Background: an optimization exercise with open tools, aiming at small area. Do not read the settings as production practice.
Function was checked by simulation only, so behaviour that the tests miss may differ from the original.

--- flow/flow/run.sh ---
#!/bin/bash
# Standard layout with these changes:
#  - synthesis is the standard one except that ABC maps for area with amap
#    (flow/map.abc) and Yosys's full-adder extraction is skipped;
#  - then every combinational cell is set to its smallest drive strength
#    (the flow's own repair steps size up whatever needs it);
#  - the port buffers are buf_1.
set -euo pipefail
R=orfs/results/$FLOW_PLATFORM/main/base
bash flow/mksynth.sh . flow/map.abc synth_recipe.tcl > mksynth.log 2>&1
bash standard.sh SYNTH_SCRIPT=$PWD/my_synth_recipe.tcl ADDER_MAP_FILE= synth > synth.log 2>&1
cp $R/1_2_yosys.v 1_2_yosys.amap.v
python3 flow/downsize.py $FLOW_HOME/platforms/$FLOW_PLATFORM/lib/sky130_fd_sc_hd__tt_025C_1v80.lib \
    1_2_yosys.amap.v $R/1_2_yosys.v > downsize.log 2>&1
bash standard.sh 'BUFFER_PORTS_ARGS=-buffer_cell sky130_fd_sc_hd__buf_1' finish > layout.log 2>&1
--- flow/flow/downsize.py ---
# Rewrites a mapped netlist with each combinational cell X_N replaced by the
# smallest-area drive strength of X that has the same pins. Flip-flops keep
# their cell (their drive strength may change, but is left as is here).
import re, sys
lib, src, dst = sys.argv[1:4]
t = open(lib).read()
cells = {}
for m in re.finditer(r'\n\s*cell\s*\(\s*"?(\w+)"?\s*\)\s*\{', t):
    name = m.group(1)
    body = t[m.end():m.end() + 20000]
    nxt = re.search(r'\n\s*cell\s*\(', body)
    if nxt: body = body[:nxt.start()]
    area = float(re.search(r'area\s*:\s*([\d.]+)', body).group(1))
    pins = tuple(sorted(re.findall(r'\n\s*pin\s*\(\s*"?(\w+)"?\s*\)', body)))
    seq = bool(re.search(r'\bff\s*\(|\blatch\s*\(|statetable', body))
    cells[name] = (area, pins, seq)
dont = set()
def family(n):
    m = re.match(r'(sky130_fd_sc_hd__\w+?)_(\d+)$', n)
    return m.group(1) if m else None
best = {}
for n, (a, p, s) in cells.items():
    f = family(n)
    if f is None or s or 'lpflow' in n or 'probe' in n: continue
    k = (f, p)
    if k not in best or a < cells[best[k]][0]:
        best[k] = n
v = open(src).read()
count = {}
out = []
for line in v.split('\n'):
    m = re.match(r'^(\s*)(sky130_fd_sc_hd__\w+)(\s.*)$', line)
    if m:
        n = m.group(2)
        if n in cells and not cells[n][2]:
            f = family(n)
            if f and not f.endswith('conb'):
                b = best.get((f, cells[n][1]), n)
                if b != n:
                    count[(n, b)] = count.get((n, b), 0) + 1
                    line = m.group(1) + b + m.group(3)
    out.append(line)
open(dst, 'w').write('\n'.join(out))
for (a, b), c in sorted(count.items()):
    print(a, '->', b, c)
--- flow/flow/map.abc ---
strash
dc2
dch -f
amap
topo
--- flow/flow/mksynth.sh ---
#!/bin/bash
# mksynth.sh DIR ABC_SCRIPT FLOW_SYNTH_TCL: writes DIR/my_synth.tcl (ORFS's synth.tcl
# with the ABC mapping script replaced) and DIR/my_synth_recipe.tcl (the standard flow's
# synthesis script, sourcing my_synth.tcl instead of ORFS's synth.tcl).
set -euo pipefail
D=$(cd "$1" && pwd); A=$(cd "$(dirname "$2")" && pwd)/$(basename "$2")
sed "s#^\(\s*\)log_cmd abc {\*}\$abc_args#\1log_cmd abc {*}[lreplace \$abc_args 1 1 $A]#" \
    $FLOW_HOME/scripts/synth.tcl > $D/my_synth.tcl
grep -q "lreplace" $D/my_synth.tcl
sed "s#^source \$::env(SCRIPTS_DIR)/synth.tcl#source $D/my_synth.tcl#" "$3" > $D/my_synth_recipe.tcl
grep -q "my_synth.tcl" $D/my_synth_recipe.tcl
--- flow/standard.sh ---
#!/bin/bash
# synth_recipe.tcl (not shown) runs the flow's synth.tcl, then flattens the netlist and writes it again
# the make line also repeats each setting of config.mk as NAME=value (left out here)
make -C /OpenROAD-flow-scripts/flow DESIGN_CONFIG=/design/flow/config.mk WORK_HOME=/design/flow/orfs CLKGATE_MAP_FILE= SYNTH_SCRIPT=/design/flow/synth_recipe.tcl "${@:-finish}"
--- flow/config.mk ---
export PLATFORM = sky130hd
export DESIGN_NAME = main
export DESIGN_NICKNAME = main
export VERILOG_FILES = /design/flow/design.v
export SDC_FILE = /design/flow/constraint.sdc
export NUM_CORES = 4
export LEC_CHECK = 0
export ABC_AREA = 1
export CAP_MARGIN = 20
export CORE_MARGIN = 2
export CORE_UTILIZATION = 40
export CTS_BUF_LIST = sky130_fd_sc_hd__clkbuf_4
export CTS_CLUSTER_SIZE = 20
export SLEW_MARGIN = 20
--- flow/constraint.sdc ---
create_clock -name core_clock -period 16.0 [get_ports {clk}]
set_input_delay 3.2000 -clock core_clock [delete_from_list [all_inputs] [get_ports {clk}]]
set_output_delay 3.2000 -clock core_clock [all_outputs]
set_load 0.01 [all_outputs]
--- flow/design.v ---
module mux
(input [3:0] st, input [8:0] X, input start,
 output [3:0] nst, output ldx, flag,
 output [6:0] display0, display1, display2, display3);
comb_core core(
  .st(st), .X(X), .start(start), .nst(nst), .ldx(ldx), .flag(flag),
  .display0(display0), .display1(display1), .display2(display2), .display3(display3));
endmodule
module comb_core
(input [3:0] st, input [8:0] X, input start, output [3:0] nst, output ldx, flag, output [6:0] display0, display1, display2, display3);
wire n0;
wire n1;
wire n2;
wire n3;
wire n4;
wire n5;
wire n6;
wire n7;
wire n8;
wire n9;
wire n10;
wire n11;
wire n12;
wire n13;
wire n14;
wire n15;
wire n16;
wire n17;
wire n18;
wire n19;
wire n20;
wire n21;
wire n22;
wire n23;
wire n24;
wire n25;
wire n26;
wire n27;
wire n28;
wire n29;
wire n30;
wire n31;
wire n32;
wire n33;
wire n34;
wire n35;
wire n36;
wire n37;
wire n38;
wire n39;
wire n40;
wire n41;
wire n42;
wire n43;
wire n44;
wire n45;
wire n46;
wire n47;
wire n48;
wire n49;
wire n50;
wire n51;
wire n52;
wire n53;
wire n54;
wire n55;
wire n56;
wire n57;
wire n58;
wire n59;
wire n60;
wire n61;
wire n62;
wire n63;
wire n64;
wire n65;
wire n66;
wire n67;
wire n68;
wire n69;
wire n70;
wire n71;
wire n72;
wire n73;
wire n74;
wire n75;
wire n76;
wire n77;
wire n78;
wire n79;
wire n80;
wire n81;
wire n82;
wire n83;
wire n84;
wire n85;
wire n86;
wire n87;
wire n88;
wire n89;
wire n90;
wire n91;
wire n92;
wire n93;
wire n94;
wire n95;
wire n96;
wire n97;
wire n98;
wire n99;
wire n100;
wire n101;
wire n102;
wire n103;
wire n104;
wire n105;
wire n106;
wire n107;
wire n108;
wire n109;
wire n110;
wire n111;
wire n112;
wire n113;
wire n114;
wire n115;
wire n116;
wire n117;
wire n118;
wire n119;
wire n120;
wire n121;
wire n122;
wire n123;
wire n124;
wire n125;
wire n126;
wire n127;
wire n128;
wire n129;
wire n130;
wire n131;
wire n132;
wire n133;
wire n134;
wire n135;
wire n136;
wire n137;
wire n138;
wire n139;
wire n140;
wire n141;
wire n142;
wire n143;
wire n144;
wire n145;
wire n146;
wire n147;
wire n148;
wire n149;
wire n150;
wire n151;
wire n152;
wire n153;
wire n154;
wire n155;
wire n156;
wire n157;
wire n158;
wire n159;
wire n160;
wire n161;
wire n162;
wire n163;
wire n164;
wire n165;
wire n166;
wire n167;
wire n168;
wire n169;
wire n170;
wire n171;
wire n172;
wire n173;
wire n174;
wire n175;
wire n176;
wire n177;
wire n178;
wire n179;
wire n180;
wire n181;
wire n182;
wire n183;
wire n184;
wire n185;
wire n186;
wire n187;
wire n188;
wire n189;
wire n190;
wire n191;
wire n192;
wire n193;
wire n194;
wire n195;
wire n196;
wire n197;
wire n198;
wire n199;
wire n200;
wire n201;
wire n202;
wire n203;
wire n204;
wire n205;
wire n206;
wire n207;
wire n208;
wire n209;
wire n210;
wire n211;
wire n212;
wire n213;
wire n214;
wire n215;
wire n216;
wire n217;
wire n218;
wire n219;
wire n220;
wire n221;
wire n222;
wire n223;
wire n224;
wire n225;
wire n226;
wire n227;
wire n228;
wire n229;
wire n230;
wire n231;
wire n232;
wire n233;
wire n234;
wire n235;
wire n236;
wire n237;
wire n238;
wire n239;
wire n240;
wire n241;
wire n242;
wire n243;
wire n244;
wire n245;
wire n246;
wire n247;
wire n248;
wire n249;
wire n250;
wire n251;
wire n252;
wire n253;
wire n254;
wire n255;
wire n256;
wire n257;
wire n258;
wire n259;
wire n260;
wire n261;
wire n262;
wire n263;
wire n264;
wire n265;
wire n266;
wire n267;
wire n268;
wire n269;
wire n270;
wire n271;
wire n272;
wire n273;
wire n274;
wire n275;
wire n276;
wire n277;
wire n278;
wire n279;
wire n280;
wire n281;
wire n282;
wire n283;
wire n284;
wire n285;
wire n286;
wire n287;
wire n288;
wire n289;
wire n290;
wire n291;
wire n292;
wire n293;
wire n294;
wire n295;
wire n296;
wire n297;
wire n298;
wire n299;
wire n300;
wire n301;
wire n302;
wire n303;
wire n304;
wire n305;
wire n306;
wire n307;
wire n308;
wire n309;
wire n310;
wire n311;
wire n312;
wire n313;
wire n314;
wire n315;
wire n316;
wire n317;
wire n318;
wire n319;
wire n320;
wire n321;
wire n322;
wire n323;
wire n324;
wire n325;
wire n326;
wire n327;
wire n328;
wire n329;
wire n330;
wire n331;
wire n332;
wire n333;
wire n334;
wire n335;
wire n336;
wire n337;
wire n338;
wire n339;
wire n340;
wire n341;
wire n342;
wire n343;
wire n344;
wire n345;
wire n346;
wire n347;
wire n348;
wire n349;
wire n350;
wire n351;
wire n352;
assign n0 = st[0] & ~st[3];
assign n1 = ~st[0] & st[3];
assign n2 = ~n0 & ~n1;
assign n3 = st[1] & ~n2;
assign n4 = ~st[2] & n3;
assign n5 = ~st[0] & ~st[2];
assign n6 = ~st[1] & ~n5;
assign nst[2] = n2 & n6;
assign n7 = ~st[1] & n5;
assign ldx = ~n4 & ~nst[2];
assign n8 = ~n7 & ldx;
assign flag = ~n0 & n8;
assign n9 = st[2] & ~n0;
assign n10 = ~nst[2] & n9;
assign n11 = start & ~flag;
assign n12 = ~st[2] & n11;
assign n13 = ~n10 & ~n12;
assign n14 = st[0] & ~n13;
assign n15 = ~start & ~n4;
assign nst[0] = ~n14 & ~n15;
assign n16 = ~st[1] & st[2];
assign n17 = n2 & n16;
assign nst[3] = ~(~n4 & ~n17);
assign n18 = ~st[3] & nst[3];
assign n19 = ~start & ~n18;
assign n20 = ~st[3] & n7;
assign n21 = st[0] & nst[3];
assign n22 = ~n20 & ~n21;
assign nst[1] = ~(~n19 & n22);
assign n23 = ~st[2] & ~X[0];
assign n24 = st[3] & ~n23;
assign n25 = ~n16 & n24;
assign n26 = ~n7 & n25;
assign n27 = X[2] & X[3];
assign n28 = X[3] & ~n9;
assign n29 = ~X[2] & ~n28;
assign n30 = st[3] & ~n7;
assign n31 = X[0] & n30;
assign n32 = ~X[1] & X[2];
assign n33 = n23 & n30;
assign n34 = n32 & n33;
assign n35 = X[1] & n30;
assign n36 = X[1] & n31;
assign n37 = X[2] & n35;
assign n38 = ~n36 & ~n37;
assign n39 = ~X[3] & n38;
assign n40 = X[2] & n31;
assign n41 = n38 & ~n40;
assign n42 = X[3] & ~n41;
assign n43 = n9 & ~n39;
assign n44 = ~n42 & n43;
assign n45 = ~n29 & n31;
assign n46 = ~n27 & n45;
assign n47 = ~n44 & ~n46;
assign n48 = ~n34 & n47;
assign n49 = X[1] & X[4];
assign n50 = X[3] & n49;
assign n51 = X[0] & X[5];
assign n52 = ~X[3] & ~n49;
assign n53 = n51 & ~n52;
assign n54 = ~X[0] & n50;
assign n55 = X[0] & X[1];
assign n56 = ~X[5] & ~n27;
assign n57 = n55 & n56;
assign n58 = ~n54 & ~n57;
assign n59 = n50 & ~n58;
assign n60 = n27 & ~n49;
assign n61 = ~n59 & ~n60;
assign n62 = ~n50 & n53;
assign n63 = n61 & ~n62;
assign n64 = X[2] & X[4];
assign n65 = X[0] & X[6];
assign n66 = X[1] & X[5];
assign n67 = ~n65 & ~n66;
assign n68 = n65 & n66;
assign n69 = ~n67 & ~n68;
assign n70 = ~n64 & n69;
assign n71 = n64 & ~n69;
assign n72 = ~n70 & ~n71;
assign n73 = ~X[1] & ~X[4];
assign n74 = ~n58 & n64;
assign n75 = n51 & ~n73;
assign n76 = n27 & n75;
assign n77 = ~n74 & ~n76;
assign n78 = ~n72 & ~n77;
assign n79 = n72 & n77;
assign n80 = ~n78 & ~n79;
assign n81 = n63 & ~n80;
assign n82 = n30 & ~n81;
assign n83 = ~n63 & n80;
assign n84 = n82 & ~n83;
assign n85 = X[7] & n84;
assign n86 = ~X[4] & ~X[5];
assign n87 = X[4] & X[5];
assign n88 = ~n86 & ~n87;
assign n89 = X[3] & n88;
assign n90 = X[0] & n89;
assign n91 = ~n32 & ~n52;
assign n92 = ~n90 & ~n91;
assign n93 = ~n51 & n92;
assign n94 = ~X[2] & n53;
assign n95 = n30 & ~n94;
assign n96 = ~n54 & n77;
assign n97 = ~n93 & n96;
assign n98 = n95 & n97;
assign n99 = X[6] & n98;
assign n100 = ~X[2] & ~X[3];
assign n101 = X[1] & ~n100;
assign n102 = ~n27 & n101;
assign n103 = X[4] & n27;
assign n104 = ~X[4] & ~n27;
assign n105 = ~n103 & ~n104;
assign n106 = X[0] & n105;
assign n107 = ~n102 & ~n106;
assign n108 = n30 & ~n107;
assign n109 = n102 & n106;
assign n110 = n108 & ~n109;
assign n111 = X[5] & n110;
assign n112 = ~X[1] & X[3];
assign n113 = ~X[2] & ~n112;
assign n114 = ~X[0] & ~n32;
assign n115 = ~n113 & ~n114;
assign n116 = ~n27 & ~n115;
assign n117 = n30 & ~n116;
assign n118 = X[4] & n117;
assign n119 = n42 & ~n117;
assign n120 = ~n118 & ~n119;
assign n121 = ~X[5] & ~n110;
assign n122 = ~n111 & ~n121;
assign n123 = ~n120 & n122;
assign n124 = ~X[6] & ~n98;
assign n125 = ~n99 & ~n124;
assign n126 = ~n111 & ~n123;
assign n127 = n125 & ~n126;
assign n128 = ~X[7] & ~n84;
assign n129 = ~n85 & ~n128;
assign n130 = ~n99 & ~n127;
assign n131 = n129 & ~n130;
assign n132 = ~n78 & ~n83;
assign n133 = X[4] & n61;
assign n134 = ~n112 & n133;
assign n135 = ~n132 & n134;
assign n136 = n132 & ~n134;
assign n137 = ~n135 & ~n136;
assign n138 = X[2] & X[5];
assign n139 = X[1] & X[6];
assign n140 = X[0] & X[7];
assign n141 = ~n139 & ~n140;
assign n142 = n139 & n140;
assign n143 = ~n141 & ~n142;
assign n144 = n138 & n143;
assign n145 = ~n138 & ~n143;
assign n146 = ~n144 & ~n145;
assign n147 = ~n67 & ~n70;
assign n148 = n146 & n147;
assign n149 = ~n146 & ~n147;
assign n150 = ~n148 & ~n149;
assign n151 = n137 & n150;
assign n152 = ~n137 & ~n150;
assign n153 = ~n151 & ~n152;
assign n154 = n30 & n153;
assign n155 = X[8] & n154;
assign n156 = ~X[8] & ~n154;
assign n157 = ~n155 & ~n156;
assign n158 = ~n85 & ~n131;
assign n159 = ~n157 & n158;
assign n160 = n157 & ~n158;
assign n161 = ~st[2] & n30;
assign n162 = ~n135 & n148;
assign n163 = n135 & ~n148;
assign n164 = ~n151 & ~n163;
assign n165 = ~n162 & n164;
assign n166 = X[2] & X[6];
assign n167 = X[0] & X[8];
assign n168 = ~n166 & ~n167;
assign n169 = n166 & n167;
assign n170 = ~n168 & ~n169;
assign n171 = X[1] & ~n65;
assign n172 = X[7] & n171;
assign n173 = n170 & n172;
assign n174 = ~n170 & ~n172;
assign n175 = ~n173 & ~n174;
assign n176 = n89 & n144;
assign n177 = ~n89 & ~n144;
assign n178 = ~n176 & ~n177;
assign n179 = n175 & n178;
assign n180 = ~n175 & ~n178;
assign n181 = ~n179 & ~n180;
assign n182 = n165 & n181;
assign n183 = ~n165 & ~n181;
assign n184 = ~n182 & ~n183;
assign n185 = n161 & ~n184;
assign n186 = ~n159 & ~n160;
assign n187 = n9 & n186;
assign n188 = ~n185 & ~n187;
assign n189 = ~n125 & n126;
assign n190 = ~n9 & n84;
assign n191 = n9 & ~n189;
assign n192 = ~n127 & n191;
assign n193 = ~n190 & ~n192;
assign n194 = ~n188 & n193;
assign n195 = ~n129 & n130;
assign n196 = ~n9 & n154;
assign n197 = n9 & ~n195;
assign n198 = ~n131 & n197;
assign n199 = ~n196 & ~n198;
assign n200 = ~n194 & ~n199;
assign n201 = n120 & ~n122;
assign n202 = ~n123 & ~n201;
assign n203 = n9 & n202;
assign n204 = ~n9 & n98;
assign n205 = ~n203 & ~n204;
assign n206 = n200 & n205;
assign n207 = n188 & ~n193;
assign n208 = ~n194 & ~n207;
assign n209 = ~n206 & ~n208;
assign n210 = ~X[4] & ~n117;
assign n211 = ~n118 & ~n210;
assign n212 = n9 & n211;
assign n213 = ~n9 & n110;
assign n214 = ~n212 & ~n213;
assign n215 = n194 & n199;
assign n216 = ~n206 & ~n215;
assign n217 = n205 & ~n208;
assign n218 = ~n216 & ~n217;
assign n219 = ~n200 & ~n205;
assign n220 = ~n215 & ~n219;
assign n221 = ~n206 & n220;
assign n222 = n214 & ~n218;
assign n223 = n209 & n222;
assign n224 = ~n221 & ~n223;
assign n225 = n209 & n214;
assign n226 = ~n218 & ~n225;
assign n227 = n214 & ~n221;
assign n228 = ~n226 & ~n227;
assign n229 = n48 & n224;
assign n230 = ~n48 & ~n224;
assign n231 = ~n229 & ~n230;
assign n232 = ~n228 & n231;
assign n233 = ~n209 & ~n214;
assign n234 = n226 & ~n233;
assign n235 = ~n228 & n229;
assign n236 = ~n234 & ~n235;
assign n237 = ~X[2] & ~n35;
assign n238 = ~n9 & ~n31;
assign n239 = ~n37 & ~n238;
assign n240 = ~n237 & n239;
assign n241 = n236 & ~n240;
assign n242 = ~n48 & n228;
assign n243 = ~n232 & ~n241;
assign n244 = ~n242 & ~n243;
assign n245 = ~X[1] & ~n31;
assign n246 = ~n36 & ~n245;
assign n247 = ~n9 & ~n35;
assign n248 = n246 & ~n247;
assign n249 = ~n244 & ~n248;
assign n250 = n229 & n234;
assign n251 = ~n242 & ~n250;
assign n252 = ~n236 & n240;
assign n253 = n251 & ~n252;
assign n254 = n249 & n253;
assign n255 = n240 & ~n251;
assign n256 = n232 & n241;
assign n257 = ~n255 & ~n256;
assign n258 = n248 & ~n257;
assign n259 = ~st[3] & X[0];
assign n260 = n9 & n259;
assign n261 = ~n241 & n253;
assign n262 = ~n249 & ~n261;
assign n263 = ~n255 & ~n262;
assign n264 = ~n254 & n263;
assign n265 = ~n244 & ~n254;
assign n266 = n257 & ~n265;
assign n267 = n248 & ~n266;
assign n268 = ~n248 & n266;
assign n269 = ~n267 & ~n268;
assign n270 = n260 & n264;
assign n271 = ~n264 & n269;
assign n272 = ~n260 & n271;
assign n273 = ~n270 & ~n272;
assign n274 = ~n254 & ~n258;
assign n275 = n273 & n274;
assign n276 = ~n259 & ~n263;
assign n277 = n269 & ~n276;
assign n278 = n275 & n277;
assign display0[4] = ~(~n26 & ~n278);
assign n279 = n26 & n278;
assign n280 = display0[4] & ~n279;
assign n281 = ~n259 & ~n274;
assign n282 = ~n277 & ~n281;
assign n283 = n275 & ~n276;
assign n284 = n282 & ~n283;
assign display0[3] = n280 & ~n284;
assign display0[0] = n275 & display0[3];
assign display0[1] = ~n280 & ~n282;
assign n285 = n273 & ~display0[3];
assign display0[5] = n282 & ~n285;
assign display0[2] = ~n25 & display0[5];
assign n286 = ~n278 & ~display0[1];
assign display0[6] = ~n284 & n286;
assign n287 = n209 & ~n228;
assign n288 = ~n218 & ~n287;
assign n289 = n224 & ~n250;
assign n290 = ~n228 & ~n289;
assign n291 = ~n199 & ~n218;
assign n292 = n188 & n291;
assign n293 = ~n215 & ~n292;
assign n294 = n290 & ~n293;
assign n295 = ~n188 & ~n215;
assign n296 = ~n294 & ~n295;
assign n297 = n288 & ~n296;
assign n298 = ~n288 & n296;
assign n299 = ~n297 & ~n298;
assign n300 = n236 & ~n256;
assign n301 = n251 & ~n300;
assign n302 = ~n299 & n301;
assign n303 = ~n290 & n293;
assign n304 = ~n200 & n288;
assign n305 = n295 & n304;
assign n306 = ~n303 & ~n305;
assign n307 = n303 & n305;
assign n308 = ~n294 & ~n307;
assign n309 = ~n302 & ~n306;
assign n310 = n308 & ~n309;
assign n311 = n302 & n306;
assign n312 = n310 & ~n311;
assign n313 = ~n266 & n312;
assign n314 = n266 & ~n312;
assign n315 = ~n313 & ~n314;
assign n316 = n275 & n276;
assign n317 = ~n264 & ~n316;
assign n318 = ~n299 & ~n308;
assign n319 = n299 & ~n301;
assign n320 = ~n302 & ~n319;
assign n321 = ~n318 & n320;
assign n322 = ~n294 & n311;
assign n323 = n266 & ~n322;
assign n324 = ~n301 & n318;
assign n325 = n323 & ~n324;
assign n326 = ~n315 & ~n325;
assign n327 = ~n321 & n326;
assign n328 = n317 & n327;
assign n329 = n315 & n321;
assign display1[6] = ~(~n328 & ~n329);
assign n330 = n315 & ~n320;
assign n331 = ~n322 & n330;
assign display1[4] = ~(~n317 & ~n331);
assign n332 = n317 & ~display1[6];
assign display1[3] = display1[4] & ~n332;
assign display1[0] = n315 & display1[3];
assign n333 = ~n327 & ~n331;
assign display1[1] = ~display1[3] & ~n333;
assign n334 = ~n313 & ~display1[3];
assign n335 = n321 & n323;
assign n336 = ~n312 & ~n335;
assign n337 = n325 & n336;
assign n338 = n321 & ~n334;
assign display1[5] = ~(~n337 & ~n338);
assign display1[2] = ~n317 & display1[5];
assign n339 = ~n299 & ~n322;
assign n340 = n295 & ~n304;
assign n341 = n339 & ~n340;
assign n342 = ~n293 & ~n297;
assign n343 = ~n305 & ~n342;
assign n344 = ~n341 & ~n343;
assign display2[4] = ~(~n336 & ~n344);
assign n345 = n336 & n344;
assign n346 = display2[4] & ~n345;
assign n347 = ~n340 & n346;
assign display2[0] = ~n339 & n347;
assign display2[1] = ~n343 & ~n346;
assign n348 = n341 & n343;
assign display2[2] = ~n336 & n348;
assign display2[3] = n347 & ~n348;
assign n349 = n336 & display2[0];
assign display2[5] = ~(~n348 & ~n349);
assign n350 = ~n339 & n340;
assign n351 = ~display2[1] & ~n350;
assign n352 = ~n348 & n351;
assign display2[6] = ~n344 & n352;
assign display3[0] = n339 & n340;
assign display3[1] = 1'b0;
assign display3[2] = 1'b0;
assign display3[6] = 1'b1;
assign display3[3] = display3[0];
assign display3[4] = display3[0];
assign display3[5] = display3[0];
endmodule
module bo
(input clock, ldx,
 input [8:0] X,
 output reg [8:0] regX);
always @(posedge clock)
	if (ldx)
		regX <= X;
endmodule
module bc
(input clock, start,
 input [3:0] nst,
 output reg [3:0] state);
always @(posedge clock)
	if (start)
		state <= nst;
	else
		case (state)
			4'd3, 4'd10: state <= 4'd11;
			4'd9: state <= 4'd6;
			4'd4: state <= 4'd12;
			4'd13: state <= 4'd14;
			default: state <= 4'd2;
		endcase
endmodule
module main
(input clk,
input start,
input[9:0] x,
output flag,
output [6:0] hex0, hex1, hex2, hex3);
wire [3:0] state, nst;
wire [8:0] regX;
wire ldx;
bc comandBlock(.clock(clk), .start(start), .nst(nst), .state(state));
bo operatorBlock(.clock(clk), .ldx(ldx), .X(x[8:0]), .regX(regX));
mux comb(.st(state), .X(regX), .start(start), .nst(nst), .ldx(ldx), .flag(flag),
          .display0(hex0), .display1(hex1), .display2(hex2), .display3(hex3));
endmodule
==> results.txt <==
==> critical path, delay by kind of cell (launching register included) <==
family	cells	cell delay [ns]
buffers and inverters	10	1.52
and+or+nand+nor	11	1.49
DFF	1	0.45
AOI/OAI and AO/OA	19	4.66
==> sequential cells by signal, indices dropped and copies added (netlist names) <==
name	flops
operatorBlock.regX	9
comandBlock.state	4
==> area by class of cell <==
type,instances,area share (%)
Multi-Input combinational cell,237,62.0
Sequential cell,13,18.3
Tap cell,50,3.27
Inverter,40,7.84
Timing Repair Buffer,36,7.05
Clock buffer,4,1.57
==> worst max path at each step <==
stage                     endpoint  slack (ns)                       startpoint
after global routing       hex1[2]        3.21  operatorBlock.regX[2]$_DFFE_PP_
after floorplan            hex1[5]        5.84  operatorBlock.regX[2]$_DFFE_PP_
final                      hex1[5]        4.40  operatorBlock.regX[2]$_DFFE_PP_
after global placement     hex1[5]        4.87  operatorBlock.regX[2]$_DFFE_PP_
after CTS                  hex1[5]        4.45  operatorBlock.regX[2]$_DFFE_PP_
after detailed placement   hex1[5]        4.77  operatorBlock.regX[2]$_DFFE_PP_
==> metrics by stage <==
stage	hold WS (ns)	instance area [um^2]	cells
after global routing	0.639	1920	380
after global placement	0.590	1890	376
after detailed placement	0.581	1890	376
after floorplan	0.535	1710	296
after CTS	0.592	1920	380
final	0.599	1920	380
==> layer usage <==
layer  up-vias  global-route usage (%)  share of wire, %
li1       1097                       -                 -
met1       865                    21.2                48
met2        49                    29.8                48
met3         2                    1.31               3.7
met4         0                    5.01              0.41
met5         -                       0                 0
==> out/results.ini <==
[run_status]
outcome = no timing/DRC/antenna violations

[setup_path]
timing.critical_path.from_type = register
crit_fanout = 8
worstPathRequired_ns = 12.80
worstReg2RegEnd = operatorBlock.regX[8]$_DFFE_PP_
timing_worst_setup_path_type = register to primary output
worst-endpoint-arrival_ns = 8.40
maximum_single_stage_delay_on_the_critical_path_ns = 0.49
regToRegSetupSlack_ns = 14.22
critical_path.reg2reg.startpoint = comandBlock.state[3]$_DFF_P_
nature_of_the_critical_path_endpoint = primary output
worst-r2r-cell-count = 4
critical-path-slowest-cell = a2111oi_0

[routing]
detail_route.wirelength_um = 3910
routed_wire_length_per_instance_um = 10.3
num_vias = 2013
final_antenna_violating_net_count = 0
drt_first_iter_violations = 77
post-route-drc-count = 0
firstDrtPassIters = 4
vias_per_cell = 5.30

[timing]
final.min_clock_period_ns = 11.60
final_critical_path_setup_slack_ns = 4.40
rsz0062_at_grt = no
timing.final.max_slew_violations = 0
finalCritPeriodShare_pct = 72.5
achievable-frequency_ghz = 0.0862
clock_skew_ns = 0.0112
setup_viol = 0
hold_viol = 0
slew_headroom_pct = 55.5
tightest_slew_ns = 0.665
fin_setup_tns_ns = 0

[global_route]
grt-ovfl-total = 0
grt_antenna_before_repair = 0
via_count_of_the_first_global_routing_pass = 1770
grt_pass1_wl_um = 6960
gr-usage-all-layers_pct = 16.7
grt_start_max_net_pins = 10

[clocking]
cts-buffers-inserted = 3
post_cts.resized_instances = 0
cts_tree = built
holdBufCountCts = 0
clock-sinks = 13
maximum_number_of_buffers_from_clock_root_to_sink = 2
cts-root-buf = clkbuf_4
clkSlewWorstSetupHoldPaths_ns = 0.08
cts.repair_timing.setup_buffer_count = 0
number_of_levels_the_h_tree_was_split_into = 1
worstSkewPairLatency_ns = 0.27

[placed_design]
input_output_buffers = 36
place_worst_setup_slack_ns = 4.77
gp_congestion = 0.920
post-dp-hpwl_um = 3300

[job]
number_of_maximum_capacitance_constraint_violations = 0

[final_layout]
layout-drive-gt1-share_pct = 1.21
mostFrequentLayoutCell = nor2_1
final_cell_mix = 83 x nor2_1, 40 x clkinv_1, 36 x buf_1
finalCoreUtilization_pct = 47.2
area_delta_synth_final_pct = 12.2
nNetsFinal = 343
filler_cell_count = 441
seq_area_um2 = 350
n_antenna_cell = 0
area_occupied_by_multi_input_gates_um2 = 1190

[hold_path]
holdCritStartpoint = comandBlock.state[0]$_DFF_P_
min_path_cells = 2
hold-path-endpoint = comandBlock.state[2]$_DFF_P_
worstHoldPathType = register to register

[synthesis]
postSynthAreaPerCell_um2 = 5.79
synth_cells = 295
syn_area_um2 = 1710
yosys_warnings = 2

[die]
core_area_um2 = 4060
design.portCount = 41
row_count = 23
floorplan.die.width_um = 69.3
initial_core_util_pct = 42.1
die_area_um2 = 4810
floorplan.die.height_um = 69.3

what the ideal ports hide:
Ports are ideal in the flow. The routed layout listed here was re-timed in OpenROAD.
Step 1 (the two cells are an assumption about what drives the block):
set clk [get_ports {clk}]
set_driving_cell -lib_cell sky130_fd_sc_hd__clkbuf_16 $clk
set_driving_cell -lib_cell sky130_fd_sc_hd__buf_2 [delete_from_list [all_inputs] $clk]
Step 2, shift: input delay + t, output delay - t, t = (earliest + latest rising clock arrival at the registers) / 2. This alone moves slack from input paths to output paths.
Three values: no drivers, after step 1, after step 2; two values: the first two.
t, ns: 0.282
slack for setup (ns): 4.401 / 4.382 / 4.665
worst setup path at the end: register to output
clock arrival spread, ns: 0.011 / 0.011
worst slew at a driven data input, ns: 0.03
After both steps setup and hold are still met in this run. For this run, drivers alone change the setup slack by -0.019 ns; drivers and shift together by +0.264 ns.
